This design comes from an exercise in tuning for small area and a short achievable clock period on the open sky130 flow, not from production work.
Where RTL was checked, it was by simulation tests only, not by an equivalence proof against the original.
Power figures rest on the tool's default switching activity, not on a simulated workload.

==> run a: inputs <==
==> flow/design.v <==
`default_nettype wire
`timescale 1 ns / 1 ps
parameter STEP    = 10;
parameter DWIDTH  = 16;
parameter LWIDTH  = 16;
parameter WAVSIZE = 16;
parameter CORE    = 4;
parameter CORELOG = 2;
parameter NETSIZE = 10;
module mac
  ( input                       clk
  , input                       xrst
  , input                       out_en
  , input                       accum_we
  , input                       reset
  , input  signed [DWIDTH-1:0]  x
  , input  signed [DWIDTH-1:0]  w
  , output signed [DWIDTH-1:0]  y
  );
  reg v0, v1, v2;
  always @(posedge clk) begin
    v0 <= xrst;
    v1 <= xrst & v0;
    v2 <= xrst & v1;
  end
  reg [15:0] xr;
  always @(posedge clk) xr <= x;
  reg [7:0] neg, one, two;
  integer i;
  wire [16:0] we = {w, 1'b0};
  always @(posedge clk)
    for (i = 0; i < 8; i = i + 1) begin
      neg[i] <= we[2*i+2];
      one[i] <= we[2*i+1] ^ we[2*i];
      two[i] <= (we[2*i+2] & ~we[2*i+1] & ~we[2*i]) | (~we[2*i+2] & we[2*i+1] & we[2*i]);
    end
  wire [17:0] xe = {xr[15], xr, 1'b0};
  wire neg0 = neg[0];
  wire [16:0] pp0 = ({17{one[0]}} & xe[17:1] | {17{two[0]}} & xe[16:0]) ^ {17{neg[0]}};
  wire npp0 = ~pp0[16];
  wire neg1 = neg[1];
  wire [16:0] pp1 = ({17{one[1]}} & xe[17:1] | {17{two[1]}} & xe[16:0]) ^ {17{neg[1]}};
  wire npp1 = ~pp1[16];
  wire neg2 = neg[2];
  wire [16:0] pp2 = ({17{one[2]}} & xe[17:1] | {17{two[2]}} & xe[16:0]) ^ {17{neg[2]}};
  wire npp2 = ~pp2[16];
  wire neg3 = neg[3];
  wire [16:0] pp3 = ({17{one[3]}} & xe[17:1] | {17{two[3]}} & xe[16:0]) ^ {17{neg[3]}};
  wire npp3 = ~pp3[16];
  wire neg4 = neg[4];
  wire [16:0] pp4 = ({17{one[4]}} & xe[17:1] | {17{two[4]}} & xe[16:0]) ^ {17{neg[4]}};
  wire npp4 = ~pp4[16];
  wire neg5 = neg[5];
  wire [16:0] pp5 = ({17{one[5]}} & xe[17:1] | {17{two[5]}} & xe[16:0]) ^ {17{neg[5]}};
  wire npp5 = ~pp5[16];
  wire neg6 = neg[6];
  wire [16:0] pp6 = ({17{one[6]}} & xe[17:1] | {17{two[6]}} & xe[16:0]) ^ {17{neg[6]}};
  wire npp6 = ~pp6[16];
  wire neg7 = neg[7];
  wire [16:0] pp7 = ({17{one[7]}} & xe[17:1] | {17{two[7]}} & xe[16:0]) ^ {17{neg[7]}};
  wire npp7 = ~pp7[16];
  wire s1;
  wire c2;
  wire s3;
  wire c4;
  wire s5;
  wire c6;
  wire s7;
  wire c8;
  wire s9;
  wire c10;
  wire s11;
  wire c12;
  wire s13;
  wire c14;
  wire s15;
  wire c16;
  wire s17;
  wire c18;
  wire s19;
  wire c20;
  wire s21;
  wire c22;
  wire s23;
  wire c24;
  wire s25;
  wire c26;
  wire s27;
  wire c28;
  wire s29;
  wire c30;
  wire s31;
  wire c32;
  wire s33;
  wire c34;
  wire s35;
  wire c36;
  wire s37;
  wire c38;
  wire s39;
  wire c40;
  wire s41;
  wire c42;
  wire s43;
  wire c44;
  wire s45;
  wire c46;
  wire s47;
  wire c48;
  wire s49;
  wire c50;
  wire s51;
  wire c52;
  wire s53;
  wire c54;
  wire s55;
  wire c56;
  wire s57;
  wire c58;
  wire s59;
  wire c60;
  wire s61;
  wire c62;
  wire s63;
  wire c64;
  wire s65;
  wire c66;
  wire s67;
  wire c68;
  wire s69;
  wire c70;
  wire s71;
  wire c72;
  wire s73;
  wire c74;
  wire s75;
  wire c76;
  wire s77;
  wire c78;
  wire s79;
  wire c80;
  wire s81;
  wire c82;
  wire s83;
  wire c84;
  wire s85;
  wire c86;
  wire s87;
  wire c88;
  wire s89;
  wire c90;
  wire s91;
  wire c92;
  wire s93;
  wire c94;
  wire s95;
  wire c96;
  wire s97;
  wire c98;
  wire s99;
  wire c100;
  wire s101;
  wire c102;
  wire s103;
  wire c104;
  wire s105;
  wire c106;
  wire s107;
  wire c108;
  wire s109;
  wire c110;
  wire s111;
  wire c112;
  wire s113;
  wire c114;
  wire s115;
  wire c116;
  wire s117;
  wire c118;
  wire s119;
  wire c120;
  wire s121;
  wire c122;
  wire s123;
  wire c124;
  wire s125;
  wire c126;
  wire s127;
  wire c128;
  wire s129;
  wire c130;
  wire s131;
  wire c132;
  wire s133;
  wire c134;
  wire s135;
  wire c136;
  wire s137;
  wire c138;
  wire s139;
  wire c140;
  wire s141;
  wire c142;
  wire s143;
  wire c144;
  wire s145;
  wire c146;
  wire s147;
  wire c148;
  wire s149;
  wire c150;
  wire s151;
  wire c152;
  wire s153;
  wire c154;
  wire s155;
  wire c156;
  wire s157;
  wire c158;
  wire s159;
  wire c160;
  wire s161;
  wire c162;
  wire s163;
  wire c164;
  wire s165;
  wire c166;
  wire s167;
  wire c168;
  wire s169;
  wire c170;
  wire s171;
  wire c172;
  wire s173;
  wire c174;
  wire s175;
  wire c176;
  wire s177;
  wire c178;
  wire s179;
  wire c180;
  wire s181;
  wire c182;
  wire s183;
  wire c184;
  wire s185;
  wire c186;
  wire s187;
  wire c188;
  wire s189;
  wire c190;
  wire s191;
  wire c192;
  wire s193;
  wire c194;
  assign {c2, s1} = pp0[4] + pp1[2];
  assign {c4, s3} = pp0[5] + pp1[3];
  assign {c6, s5} = pp0[2] + pp1[0];
  assign {c8, s7} = pp0[3] + pp1[1];
  assign {c10, s9} = pp2[0] + neg2 + s1;
  assign {c12, s11} = pp2[1] + s3 + c2;
  wire [5:0] lo_a = {s11, s9, s7, neg1, pp0[1], pp0[0]};
  wire [5:0] lo_b = {c10, c8, c6, s5, 1'b0, neg0};
  wire [6:0] lo_sum = lo_a + lo_b;
  wire lo_zero = &(~((lo_a ^ lo_b) ^ {lo_a[4:0] | lo_b[4:0], 1'b0}));
  assign {c14, s13} = pp0[6] + pp1[4];
  assign {c16, s15} = pp0[10] + pp1[8];
  assign {c18, s17} = pp0[11] + pp1[9];
  assign {c20, s19} = pp0[12] + pp1[10] + pp2[8];
  assign {c22, s21} = pp3[6] + pp4[4];
  assign {c24, s23} = pp0[13] + pp1[11] + pp2[9];
  assign {c26, s25} = pp3[7] + pp4[5];
  assign {c28, s27} = pp0[14] + pp1[12] + pp2[10];
  assign {c30, s29} = pp3[8] + pp4[6] + pp5[4];
  assign {c32, s31} = pp6[2] + pp7[0];
  assign {c34, s33} = pp0[15] + pp1[13] + pp2[11];
  assign {c36, s35} = pp3[9] + pp4[7] + pp5[5];
  assign {c38, s37} = pp6[3] + pp7[1];
  assign {c40, s39} = npp0 + pp1[14] + pp2[12];
  assign {c42, s41} = pp3[10] + pp4[8] + pp5[6];
  assign {c44, s43} = pp6[4] + pp7[2] + 1'b1;
  assign {c46, s45} = pp1[15] + pp2[13] + pp3[11];
  assign {c48, s47} = pp4[9] + pp5[7] + pp6[5];
  assign {c50, s49} = pp7[3] + 1'b1;
  assign {c52, s51} = npp1 + pp2[14] + pp3[12];
  assign {c54, s53} = pp4[10] + pp5[8] + pp6[6];
  assign {c56, s55} = pp2[15] + pp3[13] + pp4[11];
  assign {c58, s57} = pp5[9] + pp6[7];
  assign {c60, s59} = npp2 + pp3[14] + pp4[12];
  assign {c62, s61} = pp3[15] + pp4[13];
  assign {c64, s63} = pp2[2] + pp3[0] + neg3;
  assign {c66, s65} = pp0[7] + pp1[5] + pp2[3];
  assign {c68, s67} = pp0[8] + pp1[6] + pp2[4];
  assign {c70, s69} = pp3[2] + pp4[0];
  assign {c72, s71} = pp0[9] + pp1[7] + pp2[5];
  assign {c74, s73} = pp3[3] + pp4[1];
  assign {c76, s75} = pp2[6] + pp3[4] + pp4[2];
  assign {c78, s77} = pp5[0] + neg5 + s15;
  assign {c80, s79} = pp2[7] + pp3[5] + pp4[3];
  assign {c82, s81} = pp5[1] + s17 + c16;
  assign {c84, s83} = pp5[2] + pp6[0] + neg6;
  assign {c86, s85} = s19 + s21 + c18;
  assign {c88, s87} = pp5[3] + pp6[1] + s23;
  assign {c90, s89} = s25 + c20 + c22;
  assign {c92, s91} = neg7 + s27 + s29;
  assign {c94, s93} = s31 + c24 + c26;
  assign {c96, s95} = s33 + s35 + s37;
  assign {c98, s97} = c28 + c30 + c32;
  assign {c100, s99} = s39 + s41 + s43;
  assign {c102, s101} = c34 + c36 + c38;
  assign {c104, s103} = s45 + s47 + s49;
  assign {c106, s105} = c40 + c42 + c44;
  assign {c108, s107} = pp7[4] + s51 + s53;
  assign {c110, s109} = c46 + c48 + c50;
  assign {c112, s111} = pp7[5] + 1'b1 + s55;
  assign {c114, s113} = s57 + c52 + c54;
  assign {c116, s115} = pp5[10] + pp6[8] + pp7[6];
  assign {c118, s117} = s59 + c56 + c58;
  assign {c120, s119} = pp5[11] + pp6[9] + pp7[7];
  assign {c122, s121} = 1'b1 + s61 + c60;
  assign {c124, s123} = npp3 + pp4[14] + pp5[12];
  assign {c126, s125} = pp6[10] + pp7[8] + c62;
  assign {c128, s127} = c4 + c12;
  assign {c130, s129} = pp3[1] + c14 + s65;
  assign {c132, s131} = neg4 + s67 + s69;
  assign {c134, s133} = s71 + s73 + c68;
  assign {c136, s135} = s75 + s77 + c72;
  assign {c138, s137} = s79 + s81 + c76;
  assign {c140, s139} = s83 + s85 + c80;
  assign {c142, s141} = s87 + s89 + c84;
  assign {c144, s143} = s91 + s93 + c88;
  assign {c146, s145} = s95 + s97 + c92;
  assign {c148, s147} = s99 + s101 + c96;
  assign {c150, s149} = s103 + s105 + c100;
  assign {c152, s151} = s107 + s109 + c104;
  assign {c154, s153} = s111 + s113 + c108;
  assign {c156, s155} = s115 + s117 + c112;
  assign {c158, s157} = s119 + s121 + c116;
  assign {c160, s159} = s123 + s125 + c120;
  reg lo_c, lo_z;
  reg t6_0;
  reg t6_1;
  reg t6_2;
  reg t7_0;
  reg t7_1;
  reg t7_2;
  reg t8_0;
  reg t8_1;
  reg t8_2;
  reg t9_0;
  reg t9_1;
  reg t9_2;
  reg t10_0;
  reg t10_1;
  reg t10_2;
  reg t11_0;
  reg t11_1;
  reg t11_2;
  reg t12_0;
  reg t12_1;
  reg t12_2;
  reg t13_0;
  reg t13_1;
  reg t13_2;
  reg t14_0;
  reg t14_1;
  reg t14_2;
  reg t15_0;
  reg t15_1;
  reg t15_2;
  reg t16_0;
  reg t16_1;
  reg t16_2;
  reg t17_0;
  reg t17_1;
  reg t17_2;
  reg t18_0;
  reg t18_1;
  reg t18_2;
  reg t19_0;
  reg t19_1;
  reg t19_2;
  reg t20_0;
  reg t20_1;
  reg t20_2;
  reg t21_0;
  reg t21_1;
  reg t21_2;
  reg t22_0;
  reg t22_1;
  reg t22_2;
  always @(posedge clk) begin
    lo_c <= lo_sum[6];
    lo_z <= lo_zero;
    t6_0 <= s13;
    t6_1 <= s63;
    t6_2 <= s127;
    t7_0 <= c64;
    t7_1 <= s129;
    t7_2 <= c128;
    t8_0 <= c66;
    t8_1 <= s131;
    t8_2 <= c130;
    t9_0 <= c70;
    t9_1 <= s133;
    t9_2 <= c132;
    t10_0 <= c74;
    t10_1 <= s135;
    t10_2 <= c134;
    t11_0 <= c78;
    t11_1 <= s137;
    t11_2 <= c136;
    t12_0 <= c82;
    t12_1 <= s139;
    t12_2 <= c138;
    t13_0 <= c86;
    t13_1 <= s141;
    t13_2 <= c140;
    t14_0 <= c90;
    t14_1 <= s143;
    t14_2 <= c142;
    t15_0 <= c94;
    t15_1 <= s145;
    t15_2 <= c144;
    t16_0 <= c98;
    t16_1 <= s147;
    t16_2 <= c146;
    t17_0 <= c102;
    t17_1 <= s149;
    t17_2 <= c148;
    t18_0 <= c106;
    t18_1 <= s151;
    t18_2 <= c150;
    t19_0 <= c110;
    t19_1 <= s153;
    t19_2 <= c152;
    t20_0 <= c114;
    t20_1 <= s155;
    t20_2 <= c154;
    t21_0 <= c118;
    t21_1 <= s157;
    t21_2 <= c156;
    t22_0 <= c122;
    t22_1 <= s159;
    t22_2 <= c158;
  end
  assign {c162, s161} = t6_0 + t6_1;
  assign {c164, s163} = t7_0 + t7_1 + t7_2;
  assign {c166, s165} = t8_0 + t8_1 + t8_2;
  assign {c168, s167} = t9_0 + t9_1 + t9_2;
  assign {c170, s169} = t10_0 + t10_1 + t10_2;
  assign {c172, s171} = t11_0 + t11_1 + t11_2;
  assign {c174, s173} = t12_0 + t12_1 + t12_2;
  assign {c176, s175} = t13_0 + t13_1 + t13_2;
  assign {c178, s177} = t14_0 + t14_1 + t14_2;
  assign {c180, s179} = t15_0 + t15_1 + t15_2;
  assign {c182, s181} = t16_0 + t16_1 + t16_2;
  assign {c184, s183} = t17_0 + t17_1 + t17_2;
  assign {c186, s185} = t18_0 + t18_1 + t18_2;
  assign {c188, s187} = t19_0 + t19_1 + t19_2;
  assign {c190, s189} = t20_0 + t20_1 + t20_2;
  assign {c192, s191} = t21_0 + t21_1 + t21_2;
  assign {c194, s193} = t22_0 + t22_1 + t22_2;
  wire [16:0] ha = {s193, s191, s189, s187, s185, s183, s181, s179, s177, s175, s173, s171, s169, s167, s165, s163, t6_2};
  wire [16:0] hb = {c192, c190, c188, c186, c184, c182, c180, c178, c176, c174, c172, c170, c168, c166, c164, c162, s161};
  wire [17:0] phs = {ha, 1'b1} + {hb, lo_c};
  wire [16:0] ph = phs[17:1];
  wire [14:0] p15 = ph[16:2];
  wire dec = p15[14] & lo_z & ~|ph[1:0];
  reg [14:0] phr;
  reg decr;
  always @(posedge clk) begin
    phr <= p15;
    decr <= dec;
  end
  wire [15:0] q16 = {phr[14], phr};
  wire [15:0] ts = ~(acc ^ q16);
  wire [15:0] tc = {acc[14:0] | q16[14:0], ~decr};
  wire [15:0] sum = ts + tc;
  reg [15:0] acc, yr;
  always @(posedge clk)
    if (!xrst | reset)
      acc <= 0;
    else if (accum_we & v2)
      acc <= sum;
  always @(posedge clk)
    if (!xrst)
      yr <= 0;
    else if (out_en)
      yr <= acc;
  assign y = yr;
endmodule
==> flow/run.sh <==
#!/bin/bash
# synth_recipe.tcl (not shown) runs the flow's synth.tcl, then flattens the netlist and writes it again
# the make line also repeats each setting of config.mk as NAME=value (left out here)
make -C /OpenROAD-flow-scripts/flow DESIGN_CONFIG=/design/flow/config.mk WORK_HOME=/design/flow/orfs CLKGATE_MAP_FILE= SYNTH_SCRIPT=/design/flow/synth_recipe.tcl finish
==> flow/config.mk <==
export PLATFORM = sky130hd
export DESIGN_NAME = mac
export DESIGN_NICKNAME = mac
export VERILOG_FILES = /design/flow/design.v
export SDC_FILE = /design/flow/constraint.sdc
export NUM_CORES = 4
export LEC_CHECK = 0
export CAP_MARGIN = 20
export CORE_MARGIN = 2
export CORE_UTILIZATION = 60
export CTS_BUF_LIST = sky130_fd_sc_hd__clkbuf_8
export CTS_CLUSTER_SIZE = 30
export SETUP_SLACK_MARGIN = 3.3
export SLEW_MARGIN = 20
==> flow/constraint.sdc <==
create_clock -name core_clock -period 6.0 [get_ports {clk}]
set_input_delay 1.2000 -clock core_clock [delete_from_list [all_inputs] [get_ports {clk}]]
set_output_delay 1.2000 -clock core_clock [all_outputs]
set_load 0.01 [all_outputs]
==> inputs of run b, as changes to run a <==
==> flow/flow/run.sh (new file) <==
#!/bin/bash
# The standard layout (standard.sh: the standard flow's synthesis and ORFS flow, unchanged), except that
# the port buffers are plain buffers (buf_2) instead of the delay buffer buffer_ports picks
# by default. Every tool's output goes to standard.log in the work folder; ORFS also keeps
# its per-step logs under orfs/logs.
set -euo pipefail
bash standard.sh BUFFER_PORTS_ARGS="-buffer_cell sky130_fd_sc_hd__buf_2" finish > standard.log 2>&1
==> flow/standard.sh (new file) <==
#!/bin/bash
# synth_recipe.tcl (not shown) runs the flow's synth.tcl, then flattens the netlist and writes it again
# the make line also repeats each setting of config.mk as NAME=value (left out here)
make -C /OpenROAD-flow-scripts/flow DESIGN_CONFIG=/design/flow/config.mk WORK_HOME=/design/flow/orfs CLKGATE_MAP_FILE= SYNTH_SCRIPT=/design/flow/synth_recipe.tcl "${@:-finish}"
removed: flow/run.sh
==> inputs of run c, as changes to run a <==
--- a/flow/design.v
+++ b/flow/design.v
@@ -468,19 +468,34 @@
   wire [14:0] p15 = ph[16:2];
-  wire dec = p15[14] & lo_z & ~|ph[1:0];
+  wire zz = lo_z & ~|ph[1:0];
+  wire dec = p15[14] & zz;
   reg [14:0] phr;
-  reg decr;
+  reg zr;
   always @(posedge clk) begin
     phr <= p15;
-    decr <= dec;
+    zr <= zz;
   end
+  wire decr = phr[14] & zr;
   wire [15:0] q16 = {phr[14], phr};
+  wire [15:0] acc = {acch, accl};
   wire [15:0] ts = ~(acc ^ q16);
   wire [15:0] tc = {acc[14:0] | q16[14:0], ~decr};
-  wire [15:0] sum = ts + tc;
-  reg [15:0] acc, yr;
+  reg [11:0] acch;
+  reg [3:0] accl;
+  reg [2:0] acck;
+  reg [15:0] yr;
+  wire [4:0] sum0 = ts[3:0] + tc[3:0];
+  wire [5:0] sumc1 = {ts[7:4], 1'b1} + {tc[7:4], acck[0]};
+  wire [5:0] sumc2 = {ts[11:8], 1'b1} + {tc[11:8], acck[1]};
+  wire [5:0] sumc3 = {ts[15:12], 1'b1} + {tc[15:12], acck[2]};
   always @(posedge clk)
-    if (!xrst | reset)
-      acc <= 0;
-    else if (accum_we & v2)
-      acc <= sum;
+    if (!xrst | reset) begin
+      acch <= 0;
+      accl <= 0;
+      acck <= 0;
+    end else if (accum_we & v2) begin
+      accl <= sum0[3:0];
+      acch <= {sumc3[4:1], sumc2[4:1], sumc1[4:1]};
+      acck <= {sumc2[5], sumc1[5], sum0[4]};
+    end
+  wire [15:0] accy = {acch, accl} + {3'd0, acck[2], 3'd0, acck[1], 3'd0, acck[0], 4'd0};
   always @(posedge clk)
@@ -489,3 +504,3 @@
     else if (out_en)
-      yr <= acc;
+      yr <= accy;
   assign y = yr;
==> flow/flow/run.sh (new file) <==
#!/bin/bash
# The standard layout (standard.sh: the standard flow's synthesis and ORFS flow) with these make settings:
# the port buffers are plain buffers (buf_2) instead of the delay buffer that buffer_ports
# picks by default. All output goes to standard.log in the work folder; ORFS also keeps its
# per-step logs under orfs/logs.
set -euo pipefail
bash standard.sh BUFFER_PORTS_ARGS="-buffer_cell sky130_fd_sc_hd__buf_2"  finish > standard.log 2>&1
==> flow/standard.sh (new file) <==
#!/bin/bash
# synth_recipe.tcl (not shown) runs the flow's synth.tcl, then flattens the netlist and writes it again
# the make line also repeats each setting of config.mk as NAME=value (left out here)
make -C /OpenROAD-flow-scripts/flow DESIGN_CONFIG=/design/flow/config.mk WORK_HOME=/design/flow/orfs CLKGATE_MAP_FILE= SYNTH_SCRIPT=/design/flow/synth_recipe.tcl "${@:-finish}"
removed: flow/run.sh
==> run summary <==
Arrival time at the worst endpoint: run b 2.98 ns; run a 2.95 ns; run c 3.03 ns
Flop-to-flop setup slack: run b 3.38 ns; run a 3.39 ns; run c 3.32 ns
Post-synthesis simple-gate area fraction: run b 7.20%; run a 7.20%; run c 6.06%
Die area: run b 0.0174 mm2; run a 0.0174 mm2; run c 0.0176 mm2
First-pass GRT wire length: run b 34200 um; run a 33500 um; run c 34900 um
Worst relative slew slack: run b 43.9%; run a 34.8%; run c 48.8%
Slowest cell on crit path: run b dfxtp_2; run a dfxtp_1; run c dfxtp_2
Met2 layer wire length in the routed design: run b 9700 um; run a 9890 um; run c 10700 um
Setup WS post-layout: run b 3.38 ns; run a 3.39 ns; run c 3.32 ns
Area inside the core boundary: run b 0.0159 mm2; run a 0.0159 mm2; run c 0.0163 mm2
Outcome: run b no timing/DRC/antenna violations; run a no timing/DRC/antenna violations; run c no timing/DRC/antenna violations
Register bit total from synthesis: run b 144; run a 144; run c 147
Multiplexer share of the synthesized area: run b 2.51%; run a 2.51%; run c 1.25%
Worst hold start: run b v0; run a v0; run c v1
Worst IR drop on VDD: run b 248 uV; run a 266 uV; run c 398 uV
Routed wire length on met3: run b 1130 um; run a 976 um; run c 940 um
Standard-cell rows: run b 46; run a 46; run c 47
Only the layout flow was run in run c; the RTL was not checked for function there.

==> what the ideal ports hide <==
How much do the figures lean on ideal ports? The routed layouts below were timed once more, with nothing changed but the port constraints. Step 1: set_driving_cell puts a clkbuf_16 on clk and a buf_2 on each other input, an assumption about the parent block. Step 2 also shifts input and output timing later by t, the mid clock arrival at the registers, as if the neighbouring blocks saw the same clock. Slacks: ideal ports / drivers / drivers and shift; pairs: ideal ports / drivers.
run | shift t [ns] | setup WS [ns] | worst register clock-pin slew, ns | worst slew at a driven data input, ns
run a | 0.497 | 3.385 / 3.385 / 2.939 | 0.09 / 0.09 | 0.03
run b | 0.483 | 3.379 / 3.379 / 3.213 | 0.08 / 0.08 | 0.03
run c | 0.488 | 3.325 / 3.325 / 3.325 | 0.08 / 0.08 | 0.03
After both steps setup and hold are still met in every run listed. The setup slack of run a, which loses most, moves by 0.000 ns with the drivers and by -0.446 ns with both steps.
